Source: an optimization exercise on an open RTL-to-GDS flow (aim: small area). Production flows keep margins and buffers that such runs may drop.
Only simulation tests tie the RTL to the original design; equivalence was not proved.
No driver is modelled on the clock port, so clocking that relies on it looks cheaper here than on a real chip.
Power is estimated from default activity; no workload was simulated.

// calculator
module calculator(
	input newkey,
	input [4:0] keycode,
	input clk,
	input rst,
	output reg [19:0] x,
	output reg led
	);
For scale: roughly 370 cells after synthesis, about 29 I/O pins.
==> flow/config.mk <==
export PLATFORM = sky130hd
export DESIGN_NAME = calculator
export DESIGN_NICKNAME = calculator
export VERILOG_FILES = /design/flow/design.v
export SDC_FILE = /design/flow/constraint.sdc
export NUM_CORES = 4
export LEC_CHECK = 0
export CAP_MARGIN = 20
export CORE_MARGIN = 2
export CORE_UTILIZATION = 40
export SLEW_MARGIN = 20
==> flow/constraint.sdc <==
create_clock -name core_clock -period 10.0 [get_ports {clk}]
set_input_delay 2.0000 -clock core_clock [delete_from_list [all_inputs] [get_ports {clk}]]
set_output_delay 2.0000 -clock core_clock [all_outputs]
set_load 0.01 [all_outputs]
standard.sh (not shown) runs the stock make flow with config.mk's settings and CLKGATE_MAP_FILE= SYNTH_SCRIPT=/design/flow/synth_recipe.tcl, a recipe that flattens the netlist after the stock synthesis.
==> flow/flow/run.sh <==
#!/bin/bash
# Own flow: the standard synthesis, then the combinational logic between the
# registers is re-mapped for area (ABC deepsyn + area-oriented mapping); the
# registers stay exactly as the standard synthesis made them. The rest of the
# layout is the standard flow. Each tool's output goes to a log here.
set -euo pipefail
W=$PWD
F=$W/flow
R=$W/orfs/results/$FLOW_PLATFORM/calculator/base
LIB=$FLOW_HOME/platforms/sky130hd/lib/sky130_fd_sc_hd__tt_025C_1v80.lib
YOSYS=${YOSYS_EXE:-$(command -v yosys || echo $FLOW_HOME/../tools/install/yosys/bin/yosys)}
OPENROAD=${OPENROAD_EXE:-$(command -v openroad || echo $FLOW_HOME/../tools/install/OpenROAD/bin/openroad)}

bash standard.sh synth > $W/log_1_standard_synth.log 2>&1

cp $R/1_2_yosys.v $W/std_1_2_yosys.v
python3 $F/genmodels.py $LIB $W/cellmodels.v > $W/log_2_models.log 2>&1
printf 'set_driving_cell sky130_fd_sc_hd__buf_1\nset_load 5\n' > $W/abc.constr
DU=$(sed 's/^/-dont_use /' $F/dont_use.txt | tr '\n' ' ')
remap() {
  local k=$1
  echo "strash; &get -n; &deepsyn -T 100 -S $k; &put; dch -f; &get -n; &nf -a; &put; topo; stime -c" > $W/area_$k.abc
  cat > $W/remap_$k.ys <<EOS
read_liberty -lib $LIB
read_verilog $W/std_1_2_yosys.v
hierarchy -top $FLOW_TOP
techmap -map $W/cellmodels.v
simplemap
opt -purge
abc -liberty $LIB $DU -script $W/area_$k.abc -constr $W/abc.constr
opt_clean -purge
hilomap -singleton -hicell sky130_fd_sc_hd__conb_1 HI -locell sky130_fd_sc_hd__conb_1 LO
splitnets
opt_clean -purge
write_verilog -noattr -noexpr -nohex -nodec $W/remap_$k.v
tee -o $W/remap_stat_$k.txt stat -liberty $LIB
EOS
  $YOSYS -s $W/remap_$k.ys > $W/log_3_remap_$k.log 2>&1 \
    && python3 $F/samereg.py $W/std_1_2_yosys.v $W/remap_$k.v > $W/log_4_samereg_$k.log 2>&1 \
    && awk '/Chip area/ {print $NF}' $W/remap_stat_$k.txt > $W/remap_area_$k.txt
}
for k in 1 2 3 4; do remap $k & done
wait || true
for k in 5 6 7 8; do remap $k & done
wait || true
for k in 9 10 11 12; do remap $k & done
wait || true
best=""
for k in 1 2 3 4 5 6 7 8 9 10 11 12; do
  if [[ -s $W/remap_area_$k.txt ]]; then echo "$(cat $W/remap_area_$k.txt) $k"; fi
done > $W/remap_areas.txt
if [[ -s $W/remap_areas.txt ]]; then best=$(sort -n $W/remap_areas.txt | head -1 | cut -d' ' -f2); fi
if [[ -n "$best" ]]; then
  cp $W/remap_$best.v $R/1_2_yosys.v
  rm -f $R/1_synth.odb $R/1_synth.sdc
  echo "using the re-mapped netlist $best" > $W/log_5_choice.log
else
  echo "re-map failed; keeping the standard netlist" > $W/log_5_choice.log
fi

# Port buffers: the smallest buffer; clock tree: no dummy loads.
ARGS=("BUFFER_PORTS_ARGS=-buffer_cell sky130_fd_sc_hd__buf_1"
      "CTS_ARGS=-sink_clustering_enable -repair_clock_nets -dont_use_dummy_load -buf_list sky130_fd_sc_hd__clkbuf_8 -root_buf sky130_fd_sc_hd__clkbuf_8")
bash standard.sh "${ARGS[@]}" cts > $W/log_6_standard_cts.log 2>&1

# The clock tree's root buffer drives only the leaf buffers: make it small.
cp $R/4_cts.odb $W/cts_before_root.odb
if ODB=$R/4_cts.odb CLK_PORT=clk ROOT_CELL=sky130_fd_sc_hd__clkbuf_2 \
   $OPENROAD -no_init -exit $F/rootbuf.tcl > $W/log_7_rootbuf.log 2>&1; then
  touch $R/4_cts.sdc
else
  cp $W/cts_before_root.odb $R/4_cts.odb
  touch $R/4_cts.sdc
fi

bash standard.sh "${ARGS[@]}" finish > $W/log_8_standard_finish.log 2>&1
==> flow/flow/samereg.py <==
# Checks that two netlists have the same sequential cells: same instance names,
# same cell types, same clock. usage: samereg.py std.v new.v
import re, sys
def regs(path):
    t = open(path).read()
    out = {}
    for m in re.finditer(r'(sky130_fd_sc_hd__(?:df|ed|sdf|dl)\w*)\s+(\S+)\s*\((.*?)\);', t, re.S):
        conns = dict(re.findall(r'\.(\w+)\(([^()]*)\)', m.group(3)))
        out[m.group(2)] = (m.group(1), conns.get('CLK','').strip())
    return out
a, b = regs(sys.argv[1]), regs(sys.argv[2])
print(len(a), 'registers in the standard netlist,', len(b), 'in the re-mapped one')
bad = [k for k in set(a) | set(b) if a.get(k) != b.get(k)]
for k in bad[:20]:
    print('differs:', k, a.get(k), b.get(k))
sys.exit(1 if bad or not a else 0)
Other scripts of this flow, unchanged in this note and not shown: flow/flow/dont_use.txt, flow/flow/genmodels.py, flow/flow/rootbuf.tcl
The baseline passed the timing, design-rule and antenna checks.
Then changed:
--- a/flow/flow/samereg.py
+++ b/flow/flow/samereg.py
@@ -5,5 +5,5 @@
     t = open(path).read()
     out = {}
-    for m in re.finditer(r'(sky130_fd_sc_hd__(?:df|ed|sdf|dl)\w*)\s+(\S+)\s*\((.*?)\);', t, re.S):
+    for m in re.finditer(r'(sky130_fd_sc_hd__(?:df|edf|sdf|sedf|dlx|dlr|dlclkp|sdlclkp)\w*)\s+(\S+)\s*\((.*?)\);', t, re.S):
         conns = dict(re.findall(r'\.(\w+)\(([^()]*)\)', m.group(3)))
         out[m.group(2)] = (m.group(1), conns.get('CLK','').strip())
What happened: Setup slack improved by 1500 ps; wire length is lower by 34%; non-clock buffer count is lower by 12; sequential share of layout area is higher by 8.9 points; clock power is lower by about 2%; register-to-register slack improved by 1500 ps; core utilization is higher by 1.6 points; synthesized area is lower by 28%.

## static timing again, ports no longer ideal
The flow's constraints put no driver on any port. The routed layouts listed below were extracted and timed again, unchanged, in two steps.
Step 1 assumes that a clkbuf_16 drives the clock port and a buf_2 every other input.
Step 2, shift: input delay + t, output delay - t, t = (earliest + latest rising clock arrival at the registers) / 2. This alone moves slack from input paths to output paths.
a / b / c = no drivers / after step 1 / after step 2; a / b = the first two.
| run | shift t [ns] | slack for setup (ns) | worst data-port slew with drivers (ns) |
|---|---|---|---|
| the first run | 0.392 | 0.428 / 0.428 / 0.428 | 0.03 |
| the second run | 0.396 | 1.901 / 1.901 / 1.901 | 0.03 |
After both steps setup and hold are still met in every run listed.
